Context: an optimization exercise on an open-source flow, tuned for small area. The choices shown serve that exercise and are no tape-out recipe.
In this exercise RTL edits were held to simulation tests only and were not proved equivalent to the original.
No run shown here takes its clock network from TritonCTS; it comes from the design's own scripts or RTL.
The flow treats the clock pin as an ideal source. Dropping or thinning the clock tree relies on that and would not hold on a real chip.
Power and IR drop assume default switching activity.

==> design/flow/design.v <==
module dcsg #(parameter CLK = 3579545)
	(clk, reset, wr, data, sound_out);
input clk, reset, wr;
input [7:0] data;
output [15:0] sound_out;
reg [2:0] last;
reg fb;
reg [3:0] att_n[0:3];
wire [2:0] regsel = data[7] ? data[6:4] : last;
integer k;
wire [3:0] att_d = ~data[3:0] & {4{~reset}};
wire att_w = wr & data[7] & data[4];
always @(posedge clk)
	if (reset) begin
		last <= 0;
		fb <= 0;
	end
	else if (wr & data[7]) begin
		last <= data[6:4];
		if (~data[4] & &data[6:5]) fb <= data[2];
	end
always @(posedge clk)
	for (k = 0; k < 4; k = k + 1)
		if (reset | att_w & data[6:5] == k) att_n[k] <= att_d;
reg [1:0] divcnt, i;
wire step = ~|divcnt;
always @(posedge clk)
	if (reset) begin
		divcnt <= 0;
		i <= 0;
	end
	else begin
		divcnt <= { divcnt[1] ^ ~divcnt[0], ~divcnt[0] };
		if (step) i <= { i[1] ^ i[0], ~i[0] };
	end
reg pv, plo;
reg [6:0] pd;
reg [10:0] p0, p1, p2;
reg [1:0] nf;
reg z;
wire pnoise = &last[2:1];
wire pdefer = last[2] & ~last[1] & (divcnt == 2'd1) & (&i);
always @(posedge clk)
	if (reset) pv <= 0;
	else if (wr) pv <= ~regsel[0] & (data[7] | ~&regsel[2:1]);
	else if (~pdefer) pv <= 0;
always @(posedge clk)
	if (wr) begin
		plo <= data[7];
		pd <= data[6:0];
	end
wire apply = pv & ~pdefer;
wire [6:0] pdr = pd & {7{~reset}};
wire [2:0] psel = { last[2:1], plo };
always @(posedge clk)
	if (reset) begin
		nf <= 0;
		z <= 1;
	end
	else if (apply & pnoise) begin
		nf <= pd[1:0];
		z <= 0;
	end
always @(posedge clk) begin
	if (reset | apply & psel == 3'b000) p0[10:4] <= pdr;
	if (reset | apply & psel == 3'b001) p0[3:0] <= pdr[3:0];
	if (reset | apply & psel == 3'b010) p1[10:4] <= pdr;
	if (reset | apply & psel == 3'b011) p1[3:0] <= pdr[3:0];
	if (reset | apply & psel == 3'b100) p2[10:4] <= pdr;
	if (reset | apply & psel == 3'b101) p2[3:0] <= pdr[3:0];
end
wire [10:0] period3 = z ? 11'h000 : &nf ? { p2[9:0], 1'b0 } : 11'h20 << nf;
wire [10:0] period_i = i[1] ? (i[0] ? period3 : p2) : (i[0] ? p1 : p0);
function [12:0] tbl;
input [3:0] l;
	case (l)
		4'hf: tbl = 13'h1fff;
		4'he: tbl = 13'h196a;
		4'hd: tbl = 13'h1430;
		4'hc: tbl = 13'h1009;
		4'hb: tbl = 13'h0cbc;
		4'ha: tbl = 13'h0a1e;
		4'h9: tbl = 13'h0809;
		4'h8: tbl = 13'h0662;
		4'h7: tbl = 13'h0512;
		4'h6: tbl = 13'h0407;
		4'h5: tbl = 13'h0333;
		4'h4: tbl = 13'h028a;
		4'h3: tbl = 13'h0204;
		4'h2: tbl = 13'h019a;
		4'h1: tbl = 13'h0146;
		4'h0: tbl = 13'h0000;
	endcase
endfunction
reg [14:0] lfsr;
reg [2:0] r[0:15];
reg bw, fr;
wire fr0 = fr & ~|i;
wire [2:0] din = fr ? 3'b000 : r[15];
wire bin = step | bw;
wire bw1 = bin & ~din[0];
wire bw2 = bw1 & ~din[1];
wire [2:0] dsub = { din[2] ^ bw2, din[1] ^ bw1, din[0] ^ bin };
wire [2:0] dout = ~|divcnt[1:0] | divcnt[1] ? dsub : { din[2], dsub[1:0] };
wire out = ~fr0 & r[0][2];
wire trig = ~fr0 & ~|{ r[0][1:0], r[1], r[2], r[3] };
wire load = step & (trig | fr0);
wire [11:0] nxt = { ~fr0 & (&i ? lfsr[14] : ~out), period_i | {11{fr0}} };
always @(posedge clk) begin
	bw <= bw2 & ~din[2];
	r[0] <= dout;
	r[1] <= load ? nxt[11:9] : r[0];
	r[2] <= load ? nxt[8:6] : r[1];
	r[3] <= load ? nxt[5:3] : r[2];
	r[4] <= load ? nxt[2:0] : r[3];
	for (k = 5; k < 16; k = k + 1) r[k] <= r[k - 1];
end
reg [15:0] acc, sound_out;
wire [12:0] level = tbl(att_n[i]);
wire [15:0] acc_b = |i ? acc : 16'h0000;
wire sub = step & ~out;
wire [15:0] acc_y = { 2'b00, step & out, (step ? level : 13'h0000) ^ {13{sub}} };
wire [15:0] acc_d;
wire [15:0] ag = acc_b & acc_y;
wire [15:0] ap = acc_b ^ acc_y;
wire g_0_0 = ag[0] | ap[0] & sub;
wire g_1_0 = ag[1] | ap[1] & g_0_0;
wire g_3_2 = ag[3] | ap[3] & ag[2];
wire p_3_2 = ap[3] & ap[2];
wire g_5_4 = ag[5] | ap[5] & ag[4];
wire p_5_4 = ap[5] & ap[4];
wire g_7_6 = ag[7] | ap[7] & ag[6];
wire p_7_6 = ap[7] & ap[6];
wire g_9_8 = ag[9] | ap[9] & ag[8];
wire p_9_8 = ap[9] & ap[8];
wire g_11_10 = ag[11] | ap[11] & ag[10];
wire p_11_10 = ap[11] & ap[10];
wire g_13_12 = ag[13] | ap[13] & ag[12];
wire p_13_12 = ap[13] & ap[12];
wire g_15_14 = ag[15] | ap[15] & ag[14];
wire p_15_14 = ap[15] & ap[14];
wire g_3_0 = g_3_2 | p_3_2 & g_1_0;
wire g_7_4 = g_7_6 | p_7_6 & g_5_4;
wire p_7_4 = p_7_6 & p_5_4;
wire g_11_8 = g_11_10 | p_11_10 & g_9_8;
wire p_11_8 = p_11_10 & p_9_8;
wire g_15_12 = g_15_14 | p_15_14 & g_13_12;
wire p_15_12 = p_15_14 & p_13_12;
wire g_7_0 = g_7_4 | p_7_4 & g_3_0;
wire g_15_8 = g_15_12 | p_15_12 & g_11_8;
wire p_15_8 = p_15_12 & p_11_8;
wire g_15_0 = g_15_8 | p_15_8 & g_7_0;
wire g_11_0 = g_11_8 | p_11_8 & g_7_0;
wire g_5_0 = g_5_4 | p_5_4 & g_3_0;
wire g_9_0 = g_9_8 | p_9_8 & g_7_0;
wire g_13_0 = g_13_12 | p_13_12 & g_11_0;
wire g_2_0 = ag[2] | ap[2] & g_1_0;
wire g_4_0 = ag[4] | ap[4] & g_3_0;
wire g_6_0 = ag[6] | ap[6] & g_5_0;
wire g_8_0 = ag[8] | ap[8] & g_7_0;
wire g_10_0 = ag[10] | ap[10] & g_9_0;
wire g_12_0 = ag[12] | ap[12] & g_11_0;
wire g_14_0 = ag[14] | ap[14] & g_13_0;
assign acc_d[0] = ap[0] ^ sub;
assign acc_d[1] = ap[1] ^ g_0_0;
assign acc_d[2] = ap[2] ^ g_1_0;
assign acc_d[3] = ap[3] ^ g_2_0;
assign acc_d[4] = ap[4] ^ g_3_0;
assign acc_d[5] = ap[5] ^ g_4_0;
assign acc_d[6] = ap[6] ^ g_5_0;
assign acc_d[7] = ap[7] ^ g_6_0;
assign acc_d[8] = ap[8] ^ g_7_0;
assign acc_d[9] = ap[9] ^ g_8_0;
assign acc_d[10] = ap[10] ^ g_9_0;
assign acc_d[11] = ap[11] ^ g_10_0;
assign acc_d[12] = ap[12] ^ g_11_0;
assign acc_d[13] = ap[13] ^ g_12_0;
assign acc_d[14] = ap[14] ^ g_13_0;
assign acc_d[15] = ap[15] ^ g_14_0;
always @(posedge clk)
	acc <= acc_d;
always @(posedge clk)
	if (reset) begin
		fr <= 1;
		sound_out <= 0;
		lfsr <= 15'b1;
	end
	else begin
		if ((divcnt == 2'd1) & (&i)) fr <= 0;
		if (step & (&i)) sound_out <= { ~acc_d[15], acc_d[14:0] };
		if (step & wr & regsel == 3'b110) lfsr <= 15'b1;
		else if (step & trig & (&i))
			lfsr <= { lfsr[13:0], lfsr[14] ^ lfsr[13] & fb };
	end
endmodule
==> design/flow/flow/run.sh <==
#!/bin/bash
# The standard layout (the standard.sh, ORFS on sky130hd), with two changes:
# the port buffers are the smallest buffer, and the clock tree is built by
# cts.tcl (one small root buffer and six leaf buffers) in place of ORFS's CTS.
# Logs: standard_place.log and standard.log (make), cts.log (clock tree),
# and ORFS's own logs in orfs/logs.
set -euo pipefail
ARGS=("BUFFER_PORTS_ARGS=-inputs -outputs -buffer_cell sky130_fd_sc_hd__buf_1")
bash standard.sh "${ARGS[@]}" place > standard_place.log 2>&1
RESULTS=$PWD/orfs/results/sky130hd/dcsg/base NBUF=6 \
	CBUF=sky130_fd_sc_hd__clkbuf_16 RBUF=sky130_fd_sc_hd__clkbuf_4 CLKNET=clk \
	openroad -no_init -exit flow/cts.tcl > cts.log 2>&1
bash standard.sh "${ARGS[@]}" finish > standard.log 2>&1
==> design/flow/flow/clock_tree.tcl <==
# Clock tree by hand: the clock port drives one RBUF buffer, which drives NBUF
# buffers of type CBUF, each driving the flip-flops nearest to it.
set nbuf $::env(NBUF)
set cbuf $::env(CBUF)
set block [ord::get_db_block]
set clknet [$block findNet $::env(CLKNET)]
set master [[ord::get_db] findMaster $cbuf]
# the clock sinks and their locations
set sinks {}
foreach it [$clknet getITerms] {
  set inst [$it getInst]
  set bb [$inst getBBox]
  lappend sinks [list $it [expr {([$bb xMin] + [$bb xMax]) / 2}] [expr {([$bb yMin] + [$bb yMax]) / 2}]]
}
puts "clock sinks: [llength $sinks]"
# k-means on the sink locations, seeded along the diagonal
set cx {}; set cy {}
set xs [lsort -integer [lmap s $sinks {lindex $s 1}]]
set ys [lsort -integer [lmap s $sinks {lindex $s 2}]]
set n [llength $sinks]
for {set k 0} {$k < $nbuf} {incr k} {
  set q [expr {int(($k + 0.5) * $n / $nbuf)}]
  lappend cx [lindex $xs $q]
  lappend cy [lindex $ys [expr {$n - 1 - $q}]]
}
# balanced assignment: each cluster takes at most ceil(n / nbuf) sinks
set cap [expr {($n + $nbuf - 1) / $nbuf}]
for {set iter 0} {$iter < 30} {incr iter} {
  set pairs {}
  set si 0
  foreach s $sinks {
    for {set k 0} {$k < $nbuf} {incr k} {
      set d [expr {abs([lindex $s 1] - [lindex $cx $k]) + abs([lindex $s 2] - [lindex $cy $k])}]
      lappend pairs [list $d $si $k]
    }
    incr si
  }
  set pairs [lsort -integer -index 0 $pairs]
  set asg [lrepeat $n -1]
  set cnt [lrepeat $nbuf 0]
  foreach p $pairs {
    lassign $p d si k
    if {[lindex $asg $si] >= 0 || [lindex $cnt $k] >= $cap} continue
    lset asg $si $k
    lset cnt $k [expr {[lindex $cnt $k] + 1}]
  }
  set sx [lrepeat $nbuf 0]; set sy [lrepeat $nbuf 0]
  for {set si 0} {$si < $n} {incr si} {
    set k [lindex $asg $si]
    lset sx $k [expr {[lindex $sx $k] + [lindex $sinks $si 1]}]
    lset sy $k [expr {[lindex $sy $k] + [lindex $sinks $si 2]}]
  }
  for {set k 0} {$k < $nbuf} {incr k} {
    if {[lindex $cnt $k] > 0} {
      lset cx $k [expr {[lindex $sx $k] / [lindex $cnt $k]}]
      lset cy $k [expr {[lindex $sy $k] / [lindex $cnt $k]}]
    }
  }
}
puts "cluster sizes: $cnt"
# the root buffer, at the middle of the leaf buffers, between the port and the leaves
set rmaster [[ord::get_db] findMaster $::env(RBUF)]
set root [odb::dbInst_create $block $rmaster clkbuf_hand_root]
set rnet [odb::dbNet_create $block clknet_hand_root]
$rnet setSigType CLOCK
[$root findITerm A] connect $clknet
[$root findITerm X] connect $rnet
set mx 0; set my 0
for {set k 0} {$k < $nbuf} {incr k} { set mx [expr {$mx + [lindex $cx $k]}]; set my [expr {$my + [lindex $cy $k]}] }
$root setLocation [expr {$mx / $nbuf}] [expr {$my / $nbuf}]
$root setPlacementStatus PLACED
# make the leaf buffers and move the sinks onto them
for {set k 0} {$k < $nbuf} {incr k} {
  set inst [odb::dbInst_create $block $master clkbuf_hand_$k]
  set net [odb::dbNet_create $block clknet_hand_$k]
  $net setSigType CLOCK
  [$inst findITerm A] connect $rnet
  [$inst findITerm X] connect $net
  $inst setLocation [lindex $cx $k] [lindex $cy $k]
  $inst setPlacementStatus PLACED
  lappend nets $net
}
for {set si 0} {$si < $n} {incr si} {
  set it [lindex $sinks $si 0]
  set k [lindex $asg $si]
  $it disconnect
  $it connect [lindex $nets $k]
}
==> design/flow/flow/cts.tcl <==
# Replaces ORFS's clock tree synthesis step: reads the placed design, builds
# the clock tree by hand (clock_tree.tcl), legalizes, and writes the files
# the rest of the standard flow reads.
set plat $::env(FLOW_HOME)/platforms/sky130hd
set res $::env(RESULTS)
read_lef $plat/lef/sky130_fd_sc_hd.tlef
read_lef $plat/lef/sky130_fd_sc_hd_merged.lef
read_liberty $plat/lib/sky130_fd_sc_hd__tt_025C_1v80.lib
read_db $res/3_place.odb
read_sdc $res/3_place.sdc
source $plat/setRC.tcl
source [file dirname [info script]]/clock_tree.tcl
detailed_placement
check_placement -verbose
set_propagated_clock [all_clocks]
estimate_parasitics -placement
report_clock_skew
report_worst_slack -max
report_worst_slack -min
unset_propagated_clock [all_clocks]
write_db $res/4_1_cts.odb
write_sdc -no_timestamp $res/4_cts.sdc
==> design/flow/standard.sh <==
#!/bin/bash
# synth_recipe.tcl (not shown) runs the flow's synth.tcl, then flattens the netlist and writes it again
# the make line also repeats each setting of config.mk as NAME=value (left out here)
make -C /OpenROAD-flow-scripts/flow DESIGN_CONFIG=/design/flow/config.mk WORK_HOME=/design/flow/orfs CLKGATE_MAP_FILE= SYNTH_SCRIPT=/design/flow/synth_recipe.tcl "${@:-finish}"
==> design/flow/config.mk <==
export PLATFORM = sky130hd
export DESIGN_NAME = dcsg
export DESIGN_NICKNAME = dcsg
export VERILOG_FILES = /design/flow/design.v
export SDC_FILE = /design/flow/constraint.sdc
export NUM_CORES = 4
export LEC_CHECK = 0
export CAP_MARGIN = 20
export CORE_MARGIN = 2
export CORE_UTILIZATION = 60
export CTS_BUF_LIST = sky130_fd_sc_hd__clkbuf_8
export PLACE_DENSITY = 0.75
export SLEW_MARGIN = 20
==> design/flow/constraint.sdc <==
create_clock -name core_clock -period 5.0 [get_ports {clk}]
set_input_delay 1.0000 -clock core_clock [delete_from_list [all_inputs] [get_ports {clk}]]
set_output_delay 1.0000 -clock core_clock [all_outputs]
set_load 0.01 [all_outputs]
==> results of run 1 <==
-- critical path: cells and delay by family (launching register included) --
kind | cells | cell delay, ns
buf+inv | 2 | 0.18
compound gates | 6 | 1.08
mux | 3 | 0.61
fa+ha+maj | 4 | 1.49
flops | 1 | 0.39
xor+xnor | 1 | 0.17
simple gates | 5 | 0.58
-- cells by family after synthesis --
family,count (synthesis),synth area share [%]
and+or+nand+nor,206,13.9
adders and majority gates,34,7.11
DFF,166,57.9
muxes,38,6.01
buffers and inverters,56,3.20
AOI/OAI and AO/OA,109,10.4
xor gates and xnor gates,11,1.43
-- power by group --
part | internal [mW] | switching (mW)
Sequential | 1.62 | 0.0676
Combinational | 0.309 | 0.431
Clock | 0.222 | 0.363
-- routing by layer --
| layer | vias to the layer above | routed length (um) |
|---|---|---|
| met5 | - | 0 |
| met4 | 0 | 296 |
| met3 | 20 | 441 |
| met2 | 82 | 6070 |
| met1 | 2108 | 5580 |
| li1 | 2170 | - |
-- synthesized netlist by cell type (all sizes together) (7+ instances only) --
cell	number	area (um2)
inv	27	101
edfxtp	57	1710
a41oi	8	70.1
a21oi	51	255
nand2b	14	87.6
ha	27	338
nor2	62	233
fa	7	140
o21ai	11	55.1
nand2	75	282
dfxtp	109	2180
clkbuf	24	90.1
nor2b	21	131
mux2i	31	310
nand3	10	50.1
-- final timing paths --
| check | startpoint | end | slack [ns] | cells past startpoint |
|---|---|---|---|---|
| worst max-delay path | i[0]$_SDFFE_PP0P_ | sound_out[13]$_SDFFE_PP0P_ | 0.43 | 21 |
| worst min-delay path | r[13][2]$_DFF_P_ | r[14][2]$_DFF_P_ | 0.33 | 0 |
| worst max register to register | i[0]$_SDFFE_PP0P_ | sound_out[13]$_SDFFE_PP0P_ | 0.43 | 21 |
| worst min register to register | r[13][2]$_DFF_P_ | r[14][2]$_DFF_P_ | 0.33 | 0 |
-- per-stage QoR --
| step | hold WS [ns] | cell area, um2 | worst slack [ns] |
|---|---|---|---|
| final | 0.333 | 7130 | 0.432 |
| after global routing | 0.342 | 7130 | -0.0271 |
| after detailed placement | 0.312 | 6930 | 0.348 |
| after global placement | 0.311 | 6930 | 0.508 |
| after floorplan | 0.310 | 6720 | 0.495 |
-- area by class of cell --
class | count | area [um2] | area share [%]
Antenna cell | 1 | 2.50 | 0.0351
Multi-Input combinational cell | 398 | 2620 | 36.8
Sequential cell | 166 | 3900 | 54.6
Timing Repair Buffer | 36 | 174 | 2.44
Inverter | 27 | 101 | 1.42
Buffer | 7 | 158 | 2.21
Tap cell | 140 | 175 | 2.46
-- flip-flops by register name, indices dropped and copies added, names as in the netlist, 11 cells and up --
register   flops
p0            11
p1            11
sound_out     16
acc           16
lfsr          15
p2            11
r             48
att_n         16
==> metrics.csv, run 1 <==
stage;metric;value;unit
sta;Layout Skew;0.00986;ns
global_routing;All-Layer GR Usage;21.0;%
floorplan;die height;110;um
finish;synthesis-to-layout area growth;6.09;%
power;total power;3.01;mW
setup_path;CP max stage delay;0.48;ns
outcome;outcome;no timing/DRC/antenna violations;
power;pwr dens;422;nW/um2
cts;Clock Pin Slew Worst Setup and Hold Paths;0.10;ns
floorplan;CORE AREA;10900;um2
yosys;sequential cell area fraction in the yosys report;57.9;%
sta;crit path time final;4.57;ns
sta;Final Hold Viols;0;
floorplan;I/O pin total;27;
global_routing;initial antenna violation count;1;
sta;Post-Route Setup TNS;0;ns
floorplan;initial core utilization;61.7;%
yosys;Yosys reg bits;166;
sta;crit share post-route;91.4;%
flow_run;MaxCap Viol Count;0;
sta;final setup fails;0;
setup_path;Cell Chain, Critical Path;inv_1, ha_1, a222oi_1, mux2_4, inv_1, ha_1, mux2i_1, a22o_1, mux2i_1, nand2_1, fa_1, nor2b_1, o21a_1, o21ai_0, nand2_1, a32oi_1, nor2b_1, fa_1, xnor2_1, nand2_1, a21oi_1;
yosys;Mapped Area;6720;um2
finish;commonest cells after routing, fill and taps aside;dfxtp_1, nand2_1, nor2_1, edfxtp_1, a21oi_1;
route;Post-DRT Antenna Nets;0;
finish;FILL cells;844;
setup_path;WP data arrival;5.02;ns
power;Lkg Pwr;2.76;nW
floorplan;row count;38;
yosys;Post-Syn Nets;665;
placement;hpwl dp;8880;um
placement;# placed instances;764;
setup_path;Most Frequent Cell on Critical Path;nand2_1;
setup_path;WS Path Type;reg -> reg;
power;VDD IR max;0.397;mV
setup_path;Crit. End Element;register;
global_routing;largest net degree at the start of global routing;31;
global_routing;global routing usage on met3;1.19;%
yosys;top_reg_cell synth;dfxtp_1;
finish;most common cell after layout, fill and taps aside;dfxtp_1;
finish;fin util;65.5;%
route;drt pass-1 iters;6;
yosys;Yosys warnings;3;
yosys;Synth async-reset ratio;0;%
cts;worst skew pair latency;0.52;ns
setup_path;CP max FO;7;
route;DR vias/cell;5.65;
route;DRT iter0 DRCs;337;
hold_path;worst min-delay path class;reg -> reg;
route;routed len/inst;16.0;um
global_routing;first-pass GRT wire length;20300;um
sta;Least-Margin Pin Slew;0.788;ns
yosys;Yosys cell types;51;
setup_path;Worst Setup Start Kind;register;
yosys;post-synthesis area per instance;10.8;um2
sta;Fmax;219;MHz
placement;Placer Congestion;0.889;
route;Total Wirelength;12400;um
finish;layout cells sized above 1;5.68;%
floorplan;full die area;12100;um2
global_routing;GR Util met2;36.3;%
floorplan;Die X;110;um
global_routing;grt ovf;0;
global_routing;GR Util met1;29.1;%
finish;fin cells;775;
route;vias;4380;
sta;fin. max-slew vios;0;
yosys;Mapped Cells;620;
global_routing;vias in the first global route;4221;
route;# DRC;0;
sta;Slew headroom;47.3;%
setup_path;Critical-path top delay cell;fa_1;
placement;Port-buffer cells;26;
finish;nets@finish;681;
yosys;Post-synth EDFFs;57;
setup_path;data required time of the worst path;5.46;ns
global_routing;busiest grt layer;met2;
==> inputs of run 2 (changes only) <==
--- a/design/flow/config.mk
+++ b/design/flow/config.mk
@@ -11,3 +11,2 @@
 export CTS_BUF_LIST = sky130_fd_sc_hd__clkbuf_8
-export PLACE_DENSITY = 0.75
 export SLEW_MARGIN = 20
==> run 2 against run 1 <==
Effect of this change:
- first-iteration DRC count fell by 6.5%
- sequential power barely moved
- routed wire length fell by 0.25%
- critical path depth fell by 1
- sequential share of layout area barely moved
- clock power rose by 0.9%
- utilization barely moved
- area after synthesis did not move
==> metrics.csv, run 2 <==
stage;metric;value;unit;change
yosys;top cells by area, synth;dfxtp_1, edfxtp_1, ha_1;;
setup_path;WP data arrival;5.06;ns;+0.04 ns
outcome;outcome;no timing/DRC/antenna violations;;
placement;Port-buffer cells;26;;unchanged
setup_path;Critical path buffers and inverters;1;;-1
route;drt pass-1 iters;7;;+1
yosys;Synth async-reset ratio;0;%;unchanged
placement;Placer Congestion;0.859;;-3.4%
setup_path;Crit. End Element;register;;
finish;max FFs per register;48;;unchanged
sta;Layout Skew;0.0159;ns;+0.00604 ns
placement;hpwl dp;8990;um;+1.2%
setup_path;WS Path Type;reg -> reg;;
yosys;Yosys reg bits;166;;unchanged
cts;worst skew pair latency;0.52;ns;about the same
setup_path;R2R Setup Slk;0.39;ns;-0.04 ns
yosys;Post-Syn Nets;665;;unchanged
yosys;Yosys warnings;3;;unchanged
finish;FILL cells;866;;+2.6%
hold_path;min-delay src;r[10][2]$_DFF_P_;;
floorplan;CORE AREA;10900;um2;unchanged
power;Cell Int Power;2.15;mW;-0.13%
finish;Most flops, register;r;;
finish;fin cells;774;;-0.13%
finish;nets@finish;680;;-0.15%
sta;RSZ-0062 raised after global routing;no;;
setup_path;Worst Setup Start Kind;register;;
power;Clk pwr share;19.6;%;+0.2 points
setup_path;Register-to-Register Path Depth;20;;-4.8%
power;VDD IR max;0.405;mV;+1.9%
floorplan;Die X;110;um;unchanged
setup_path;critical path endpoint;sound_out[13]$_SDFFE_PP0P_;;
cts;Clock Pin Slew Worst Setup and Hold Paths;0.10;ns;about the same
setup_path;CP max FO;5;;-2
sta;Slew headroom;50.2;%;+2.8 points
global_routing;All-Layer GR Usage;21.2;%;+0.23 points
floorplan;row count;38;;unchanged
sta;Post-Route Setup TNS;0;ns;unchanged
finish;synthesis-to-layout area growth;6.03;%;about the same
yosys;most frequent cells after synthesis;dfxtp_1, nand2_1, nor2_1;;
floorplan;initial core utilization;61.7;%;unchanged
route;routed len/inst;16.0;um;-0.12%
sta;setup ws final;0.389;ns;-0.0428 ns
yosys;top_reg_cell synth;dfxtp_1;;
floorplan;I/O pin total;27;;unchanged
power;Seq pwr share;55.9;%;about the same
floorplan;die height;110;um;unchanged
yosys;post-synthesis area per instance;10.8;um2;unchanged
sta;final setup fails;0;;unchanged
power;switching share of power;28.9;%;+0.23 points
route;DR vias/cell;5.55;;-1.8%
setup_path;Crit. path cell count;20;;-4.8%
setup_path;FF-to-FF End;sound_out[13]$_SDFFE_PP0P_;;
yosys;Mapped Cells;620;;unchanged
power;combinational group share of total power;24.5;%;about the same
yosys;Mapped Area;6720;um2;unchanged
route;Post-DRT Antenna Nets;0;;unchanged
power;Net Switching;871;uW;+0.97%
sta;Final Hold Viols;0;;unchanged
power;Lkg Pwr;2.75;nW;-0.23%
sta;Least-Margin Pin Slew;0.747;ns;-0.0409 ns
route;# DRC;0;;unchanged
sta;crit share post-route;92.2;%;+0.86 points
yosys;Yosys cell types;51;;unchanged
route;vias;4294;;-2.0%
setup_path;Most Frequent Cell on Critical Path;nand2_1;;
route;Total Wirelength;12400;um;-0.25%
setup_path;Critical-path top delay cell;fa_1;;
setup_path;data required time of the worst path;5.45;ns;about the same
flow_run;MaxCap Viol Count;0;;unchanged
setup_path;Worst R2R Start;i[0]$_SDFFE_PP0P_;;
power;pwr dens;423;nW/um2;+0.24%
setup_path;CP max stage delay;0.46;ns;-0.02 ns
power;total power;3.02;mW;+0.19%
placement;# placed instances;764;;unchanged
finish;commonest cells after routing, fill and taps aside;dfxtp_1, nand2_1, nor2_1, edfxtp_1, a21oi_1;;
sta;crit path time final;4.61;ns;+0.0428 ns
yosys;cell with the most instances after synthesis;dfxtp_1;;
yosys;post-synth top area share;32.5;%;unchanged
setup_path;Cell Chain, Critical Path;inv_1, ha_1, a222oi_1, mux2i_2, ha_1, mux2i_1, a22o_1, mux2i_1, nand2_1, fa_1, nor2b_1, o21a_1, o21ai_0, nand2_1, a32oi_1, nor2b_1, fa_1, xnor2_1, nand2_1, a21oi_1;;
global_routing;largest net degree at the start of global routing;31;;unchanged
yosys;Post-synth EDFFs;57;;unchanged
placement;pre-CTS WS;0.358;ns;+0.0104 ns
setup_path;Crit path max-delay family;adder cells;;
global_routing;first-pass GRT wire length;20300;um;about the same
global_routing;grt ovf;0;;unchanged
sta;Fmax;217;MHz;-0.93%
yosys;sequential cell area fraction in the yosys report;57.9;%;unchanged
setup_path;crit path launch;i[0]$_SDFFE_PP0P_;;
floorplan;full die area;12100;um2;unchanged
sta;fin. max-slew vios;0;;unchanged
hold_path;worst min-delay path class;reg -> reg;;
global_routing;initial antenna violation count;1;;unchanged
finish;layout cells sized above 1;5.53;%;-0.15 points
global_routing;vias in the first global route;4138;;-2.0%
route;DRT iter0 DRCs;315;;-6.5%
yosys;post-synth top area cell;dfxtp_1;;
finish;most common cell after layout, fill and taps aside;dfxtp_1;;
==> run 2: cell counts after synthesis <==
No cell type changed its count.
==> run 2: power groups by stage <==
stage,registers [mW],clock network (mW),logic [mW]
floorplan,1.69,0,0.560
global placement,1.71,0,0.708
detailed placement,1.71,0,0.720
global route,1.70,0.651,0.832
finish,1.69,0.591,0.740
==> run 2: worst min path at each step <==
| stage | to | slack [ns] | cells past startpoint |
|---|---|---|---|
| after floorplan | r[10][0]$_DFF_P_ | 0.31 | 0 |
| after global placement | r[10][2]$_DFF_P_ | 0.31 | 0 |
| after detailed placement | r[13][1]$_DFF_P_ | 0.31 | 0 |
| final | r[11][2]$_DFF_P_ | 0.33 | 0 |
| after global routing | r[11][2]$_DFF_P_ | 0.34 | 0 |
==> run 2: area by class of cell <==
class	count	area, um2	area share, %
timing repair buffer	35	166	2.33
inverter	27	101	1.42
multi-input combinational	398	2630	36.9
sequential	166	3890	54.6
antenna	1	2.50	0.0351
buffer	7	158	2.21
tap	140	175	2.46
==> run 2: per-layer routing <==
layer	wire length (um)	GRT usage [%]	up-vias
met1	5660	27.8	2038
met4	206	3.53	0
met5	0	0	-
li1	-	-	2171
met3	387	1.60	15
met2	6100	39.0	70
==> run 2: cell families after synthesis <==
kind of cell	synth area share, %
AO/OA/AOI/OAI	10.4
XOR/XNOR	1.43
adder cells (fa/ha/maj)	7.11
buffers and inverters	3.20
flip-flops	57.9
multiplexers	6.01
AND/OR/NAND/NOR	13.9
==> run 2: stage by stage <==
stage,util [%],hold WS [ns],cell area (um2)
global placement,63.7,0.311,6930
floorplan,-,0.310,6720
detailed placement,63.7,0.312,6930
global route,65.4,0.335,7120
finish,65.5,0.334,7130
==> inputs of run 3 (changes only) <==
--- a/design/flow/config.mk
+++ b/design/flow/config.mk
@@ -9,4 +9,5 @@
 export CORE_MARGIN = 2
-export CORE_UTILIZATION = 60
+export CORE_UTILIZATION = 65
 export CTS_BUF_LIST = sky130_fd_sc_hd__clkbuf_8
+export PLACE_DENSITY = 0.8
 export SLEW_MARGIN = 20
==> run 3 against run 2 <==
Effect of this change:
- critical path type unchanged
- largest power group unchanged
- clock power is 2% higher
- critical endpoint is now sound_out[11]$_SDFFE_PP0P_
- routed wire length is 7.6% higher
- highest routed layer is now met5
- utilization is 4.9 points higher
==> metrics.csv, run 3 <==
stage;metric;value;unit;change
setup_path;Worst Setup Start Kind;register;;
floorplan;initial core utilization;66.0;%;+4.3 points
yosys;Post-synth EDFFs;57;;unchanged
floorplan;row count;37;;-2.6%
route;drt pass-1 iters;5;;-2
finish;max FFs per register;48;;unchanged
placement;# placed instances;760;;-0.52%
setup_path;WS Path Type;reg -> reg;;
floorplan;Die X;106;um;-3.8%
yosys;top cells by area, synth;dfxtp_1, edfxtp_1, ha_1;;
floorplan;full die area;11200;um2;-7.4%
finish;ANT cells;0;;-1
sta;Fmax;220;MHz;+1.2%
power;Net Switching;898;uW;+3.1%
yosys;sequential cell area fraction in the yosys report;57.9;%;unchanged
global_routing;first-pass GRT wire length;21500;um;+6.3%
yosys;Mapped Area;6720;um2;unchanged
sta;crit path time final;4.56;ns;-0.0550 ns
sta;Layout Skew;0.0165;ns;+0.000582 ns
yosys;Synth async-reset ratio;0;%;unchanged
power;Seq pwr share;55.0;%;-0.9 points
power;pwr dens;428;nW/um2;+1.0%
yosys;Yosys cell types;51;;unchanged
route;routed len/inst;17.2;um;+7.6%
yosys;post-synth top area share;32.5;%;unchanged
sta;Post-Route Setup TNS;0;ns;unchanged
route;DR vias/cell;5.83;;+5.1%
yosys;Yosys reg bits;166;;unchanged
sta;Slew headroom;31.0;%;-19 points
sta;Hold WS;0.323;ns;-0.0111 ns
yosys;Mapped Cells;620;;unchanged
sta;crit share post-route;91.1;%;-1.1 points
sta;final setup fails;0;;unchanged
finish;Most flops, register;r;;
sta;fin. max-slew vios;0;;unchanged
global_routing;largest net degree at the start of global routing;54;;+74%
setup_path;CP max FO;5;;unchanged
floorplan;die height;106;um;-3.8%
finish;layout cells sized above 1;6.58;%;+1.1 points
yosys;post-synthesis area per instance;10.8;um2;unchanged
setup_path;WP data arrival;4.93;ns;-0.13 ns
cts;Clock Pin Slew Worst Setup and Hold Paths;0.11;ns;about the same
setup_path;Crit. End Element;register;;
yosys;most frequent cells after synthesis;dfxtp_1, nand2_1, nor2_1;;
floorplan;I/O pin total;27;;unchanged
outcome;outcome;no timing/DRC/antenna violations;;
finish;fin util;70.3;%;+4.9 points
global_routing;initial antenna violation count;1;;unchanged
finish;commonest cells after routing, fill and taps aside;dfxtp_1, nand2_1, nor2_1, edfxtp_1, a21oi_1;;
yosys;post-synth top area cell;dfxtp_1;;
route;Total Wirelength;13300;um;+7.6%
placement;Post-Place Cell Area;6930;um2;about the same
route;# DRC;0;;unchanged
placement;hpwl dp;9370;um;+4.3%
sta;Final Hold Viols;0;;unchanged
global_routing;All-Layer GR Usage;23.6;%;+2.4 points
power;Clk pwr share;19.7;%;about the same
power;Cell Int Power;2.17;mW;+0.94%
sta;RSZ-0062 raised after global routing;no;;
finish;post-layout instance area;7160;um2;+0.53%
global_routing;grt ovf;0;;unchanged
finish;synthesis-to-layout area growth;6.59;%;
power;combinational group share of total power;25.3;%;+0.8 points
power;switching share of power;29.3;%;+0.43 points
sta;Least-Margin Pin Slew;1.04;ns;+0.288 ns
setup_path;data required time of the worst path;5.37;ns;-0.08 ns
power;Lkg Pwr;2.79;nW;+1.3%
yosys;cell with the most instances after synthesis;dfxtp_1;;
cts;worst skew pair latency;0.53;ns;about the same
yosys;Yosys warnings;3;;unchanged
route;DRT iter0 DRCs;399;;+27%
global_routing;vias in the first global route;4372;;+5.7%
floorplan;CORE AREA;10200;um2;-6.5%
power;VDD IR max;0.327;mV;-19%
flow_run;MaxCap Viol Count;0;;unchanged
finish;fin cells;774;;unchanged
route;Post-DRT Antenna Nets;0;;unchanged
hold_path;worst min-delay path class;reg -> reg;;
placement;Placer Congestion;0.855;;-0.44%
finish;nets@finish;685;;+0.74%
route;vias;4512;;+5.1%
placement;Port-buffer cells;26;;unchanged
yosys;top_reg_cell synth;dfxtp_1;;
yosys;Post-Syn Nets;665;;unchanged
finish;most common cell after layout, fill and taps aside;dfxtp_1;;
## run 3: path summary, 6_finish.rpt
path | start | to | slack, ns | cells after the start
worst max-delay path | i[0]$_SDFFE_PP0P_ | sound_out[11]$_SDFFE_PP0P_ | 0.44 | 20
worst min-delay path | r[14][1]$_DFF_P_ | r[15][1]$_DFF_P_ | 0.32 | 0
worst max register to register | i[0]$_SDFFE_PP0P_ | sound_out[11]$_SDFFE_PP0P_ | 0.44 | 20
worst min register to register | r[14][1]$_DFF_P_ | r[15][1]$_DFF_P_ | 0.32 | 0
## run 3: stage by stage
| stage | worst slack (ns) | power (mW) |
|---|---|---|
| 3_5_place_dp | 0.395 | 2.44 |
| 3_3_place_gp | 0.544 | 2.41 |
| 2_1_floorplan | 0.495 | 2.25 |
| 6_report | 0.444 | 3.06 |
| 5_1_grt | 0.00616 | 3.23 |
## run 3: cells by family (layout without fill, tap and decap cells)
logic type               count (synthesis)  in the layout  synth area share, %
multiplexers                            38             38                 6.01
flip-flops                             166            166                 57.9
buffers and inverters                   56             74                 3.20
AO/OA/AOI/OAI                          109            109                 10.4
adder cells (fa/ha/maj)                 34             34                 7.11
XOR/XNOR                                11             11                 1.43
AND/OR/NAND/NOR                        206            206                 13.9
## run 3: layout make-up
type | instances | area, um2
Buffer | 7 | 158
Fill cell | 745 | 3020
Inverter | 27 | 101
Multi-Input combinational cell | 398 | 2640
Sequential cell | 166 | 3900
Tap cell | 136 | 170
Timing Repair Buffer | 40 | 204
## run 3: worst max-delay path, cell delays in order, from the launching register on
cell	delay, ns
dfxtp_2	0.37
inv_1	0.10
ha_1	0.26
a222oi_1	0.45
mux2i_2	0.20
inv_1	0.16
ha_1	0.24
a21oi_1	0.11
a21oi_2	0.21
mux2i_2	0.29
ha_1	0.26
nor2b_1	0.12
o21a_1	0.17
o21ai_0	0.22
nand2_1	0.12
nand2_1	0.15
o21ai_0	0.14
fa_1	0.46
xor2_1	0.16
nor2_1	0.14
nor3_1	0.06
## run 3: power groups by stage
stage / Combinational, mW / Clock, mW / Sequential (mW)
floorplan: 0.560 / 0 / 1.69
finish: 0.774 / 0.604 / 1.69
global route: 0.867 / 0.657 / 1.71
global placement: 0.706 / 0 / 1.71
detailed placement: 0.722 / 0 / 1.71
## run 3: routing by layer
metal	GRT usage, %	vias up	wire length (um)
li1	-	2175	-
met1	32.9	2177	5820
met2	40.0	136	6520
met3	2.10	22	688
met4	6.20	2	246
met5	0	-	11
==> inputs of run 4 (changes only) <==
--- a/design/flow/config.mk
+++ b/design/flow/config.mk
@@ -11,3 +11,2 @@
 export CTS_BUF_LIST = sky130_fd_sc_hd__clkbuf_8
-export PLACE_DENSITY = 0.8
 export SLEW_MARGIN = 20
==> run 4 against run 3 <==
Effect of this change:
- sequential power barely moved
- hold slack improved by 0.0086 ns
- critical path depth is 1 higher
- final cell count shrank 0.65%
- largest cell class unchanged
- final area is 0.89% lower
- critical endpoint is now sound_out[13]$_SDFFE_PP0P_
- global-route usage down 0.29 points
==> metrics.csv, run 4 <==
stage;metric;value;unit;change
outcome;outcome;no timing/DRC/antenna violations;;
route;vias;4375;;-3.0%
placement;Port-buffer cells;26;;unchanged
finish;Most flops, register;r;;
route;drt pass-1 iters;4;;-1
yosys;Synth async-reset ratio;0;%;unchanged
sta;final setup fails;0;;unchanged
yosys;Yosys cell types;51;;unchanged
floorplan;full die area;11200;um2;unchanged
yosys;Yosys reg bits;166;;unchanged
setup_path;FF-to-FF End;sound_out[13]$_SDFFE_PP0P_;;
yosys;Mapped Area;6720;um2;unchanged
yosys;top cells by area, synth;dfxtp_1, edfxtp_1, ha_1;;
sta;Fmax;217;MHz;-1.1%
yosys;post-synth top area share;32.5;%;unchanged
route;Post-DRT Antenna Nets;0;;unchanged
yosys;top_reg_cell synth;dfxtp_1;;
hold_path;WHS Path Cells;0;;unchanged
sta;Post-Route Setup TNS;0;ns;unchanged
sta;setup ws final;0.394;ns;-0.0500 ns
hold_path;Worst Hold Path EP;r[15][1]$_DFF_P_;;
sta;Hold WS;0.332;ns;+0.00862 ns
route;DR vias/cell;5.69;;-2.4%
setup_path;Cell Chain, Critical Path;inv_1, ha_1, a222oi_1, mux2_4, inv_1, ha_1, mux2i_1, a22o_1, mux2i_1, nand2_1, fa_1, nor2b_1, o21a_1, o21ai_0, nand2_1, a32oi_1, nor2b_1, fa_1, xnor2_1, nand2_1, a21oi_1;;
global_routing;first-pass GRT wire length;21100;um;-2.1%
floorplan;Die X;106;um;unchanged
global_routing;largest net degree at the start of global routing;43;;-20%
floorplan;row count;37;;unchanged
yosys;most frequent cells after synthesis;dfxtp_1, nand2_1, nor2_1;;
finish;layout cells sized above 1;4.75;%;-1.8 points
setup_path;Most Frequent Cell on Critical Path;nand2_1;;
sta;RSZ-0062 raised after global routing;no;;
setup_path;R2R Setup Slk;0.39;ns;-0.05 ns
global_routing;All-Layer GR Usage;23.3;%;-0.29 points
setup_path;Worst R2R Start;i[1]$_SDFFE_PP0P_;;
yosys;post-synthesis compound-gate area fraction;10.4;%;unchanged
setup_path;data required time of the worst path;5.47;ns;+0.10 ns
yosys;Mapped Cells;620;;unchanged
sta;Slew headroom;44.1;%;+13 points
finish;FILL cells;794;;+6.6%
yosys;Post-synth EDFFs;57;;unchanged
route;# DRC;0;;unchanged
sta;Least-Margin Pin Slew;0.839;ns;-0.196 ns
yosys;combinational family with the most area after synthesis;simple AND/OR/NAND/NOR gates;;
yosys;cell with the most instances after synthesis;dfxtp_1;;
cts;worst skew pair latency;0.53;ns;about the same
finish;Multi-input gate area;2620;um2;-0.71%
cts;Clock Pin Slew Worst Setup and Hold Paths;0.11;ns;about the same
flow_run;MaxCap Viol Count;0;;unchanged
power;pwr dens;425;nW/um2;-0.64%
sta;Final Hold Viols;0;;unchanged
placement;Placer Congestion;0.882;;+3.2%
yosys;sequential cell area fraction in the yosys report;57.9;%;unchanged
finish;most common cell after layout, fill and taps aside;dfxtp_1;;
power;VDD IR max;0.284;mV;-13%
route;Total Wirelength;12800;um;-4.0%
global_routing;vias in the first global route;4211;;-3.7%
yosys;XOR/XNOR Fraction of Synth Area;1.43;%;unchanged
power;total power;3.02;mW;-1.5%
floorplan;die height;106;um;unchanged
power;Seq pwr share;55.8;%;+0.8 points
global_routing;initial antenna violation count;1;;unchanged
setup_path;Register-to-Register Path Depth;21;;+5.0%
sta;crit path time final;4.61;ns;+0.0500 ns
setup_path;Crit. End Element;register;;
placement;Post-Place Cell Area;6940;um2;+0.11%
setup_path;CP max stage delay;0.45;ns;about the same
setup_path;Worst Setup Start Kind;register;;
placement;pre-CTS WS;0.337;ns;-0.0586 ns
yosys;Synth Area in Adders;7.11;%;unchanged
yosys;mux cell area share after synthesis;6.01;%;unchanged
yosys;post-synthesis area per instance;10.8;um2;unchanged
global_routing;grt ovf;0;;unchanged
setup_path;WP data arrival;5.08;ns;+0.15 ns
power;switching share of power;29.1;%;-0.22 points
hold_path;min-delay src;r[14][1]$_DFF_P_;;
power;Cell Int Power;2.14;mW;-1.2%
sta;crit share post-route;92.1;%;+1.0 points
setup_path;crit path launch;i[1]$_SDFFE_PP0P_;;
floorplan;I/O pin total;27;;unchanged
setup_path;WS Path Type;reg -> reg;;
finish;nets@finish;679;;-0.88%
power;Clk pwr share;19.9;%;+0.2 points
power;Lkg Pwr;2.75;nW;-1.2%
finish;synthesis-to-layout area growth;5.64;%;
sta;fin. max-slew vios;0;;unchanged
route;routed len/inst;16.6;um;-3.4%
floorplan;CORE AREA;10200;um2;unchanged
power;Net Switching;877;uW;-2.3%
finish;post-layout instance area;7100;um2;-0.89%
finish;FF+latch area;3890;um2;about the same
yosys;Yosys warnings;3;;unchanged
route;DRT iter0 DRCs;238;;-40%
power;combinational group share of total power;24.3;%;-1.0 points
yosys;Post-Syn Nets;665;;unchanged
floorplan;initial core utilization;66.0;%;unchanged
hold_path;worst min-delay path class;reg -> reg;;
finish;commonest cells after routing, fill and taps aside;dfxtp_1, nand2_1, nor2_1, edfxtp_1, a21oi_1;;
setup_path;Critical-path top delay cell;fa_1;;
placement;hpwl dp;9160;um;-2.3%
sta;Layout Skew;0.0163;ns;-0.000142 ns
setup_path;CP max FO;9;;+4
yosys;post-synth top area cell;dfxtp_1;;
finish;max FFs per register;48;;unchanged
yosys;Synth Area in Simple Gates;13.9;%;unchanged
run 4: cell counts after synthesis:
Identical to the previous run, type by type.
run 4: cells by family after synthesis:
logic type                 after synthesis
and+or+nand+nor                        206
adders and majority gates               34
DFF                                    166
muxes                                   38
buffers and inverters                   56
AOI/OAI and AO/OA                      109
xor gates and xnor gates                11
run 4: power by group through the flow:
| stage | Combinational, mW | Clock [mW] | Sequential [mW] |
|---|---|---|---|
| 2_1_floorplan | 0.560 | 0 | 1.69 |
| 3_3_place_gp | 0.705 | 0 | 1.71 |
| 3_5_place_dp | 0.726 | 0 | 1.71 |
| 5_1_grt | 0.825 | 0.646 | 1.70 |
| 6_report | 0.733 | 0.601 | 1.68 |
run 4: worst max-delay path by stage:
stage                                      end  depth (start not counted)
finish              sound_out[13]$_SDFFE_PP0P_                         21
global route        sound_out[13]$_SDFFE_PP0P_                         21
detailed placement  sound_out[13]$_SDFFE_PP0P_                         21
global placement    sound_out[13]$_SDFFE_PP0P_                         21
floorplan           sound_out[13]$_SDFFE_PP0P_                         22
run 4: metrics by stage:
step / utilization (%) / instances
after floorplan: - / 620
after global placement: 68.1 / 761
after detailed placement: 68.1 / 761
after global routing: 69.7 / 768
final: 69.7 / 769
run 4: worst max-delay path: cells and delay by family, from the launching register on:
family                   cells  cell delay (ns)
buffers and inverters        2             0.22
AND/OR/NAND/NOR              5             0.58
multiplexers                 3             0.63
AO/OA/AOI/OAI                6             1.07
XOR/XNOR                     1             0.18
adder cells (fa/ha/maj)      4             1.46
flip-flops                   1             0.40
run 4: routing by layer:
| metal | track usage, % | part of all wire, % | vias to the layer above |
|---|---|---|---|
| met5 | 0 | 0 | - |
| met4 | 4.79 | 2.1 | 0 |
| met3 | 2.60 | 4.2 | 18 |
| met2 | 40.8 | 49 | 98 |
| met1 | 31.7 | 45 | 2099 |
| li1 | - | - | 2160 |
run 4: cell type report:
class | count | area share (%)
buffer | 7 | 2.22
sequential | 166 | 54.8
multi-input combinational | 398 | 36.8
antenna | 1 | 0.0352
inverter | 27 | 1.43
timing repair buffer | 34 | 2.24
tap | 136 | 2.40

==> what the ideal ports hide <==
The flow's constraints put no driver on any port. The routed layouts listed below were extracted and timed again, unchanged, in two steps.
Step 1, drivers: a clkbuf_16 drives clk and a buf_2 each remaining input, both assumed.
Step 2 also shifts input and output timing later by t, the mid clock arrival at the registers, as if the neighbouring blocks saw the same clock.
Slacks: ideal / step 1 / step 2; pairs: ideal / step 1.
| run | t, ns | setup slack, ns | worst setup path after step 2 |
|---|---|---|---|
| run 1 | 0.550 | 0.432 / 0.432 / 0.432 | register to register |
| run 2 | 0.550 | 0.389 / 0.389 / 0.389 | register to register |
| run 3 | 0.554 | 0.444 / 0.444 / 0.444 | register to register |
| run 4 | 0.551 | 0.394 / 0.394 / 0.394 | register to register |
After both steps setup and hold are still met in every run listed.
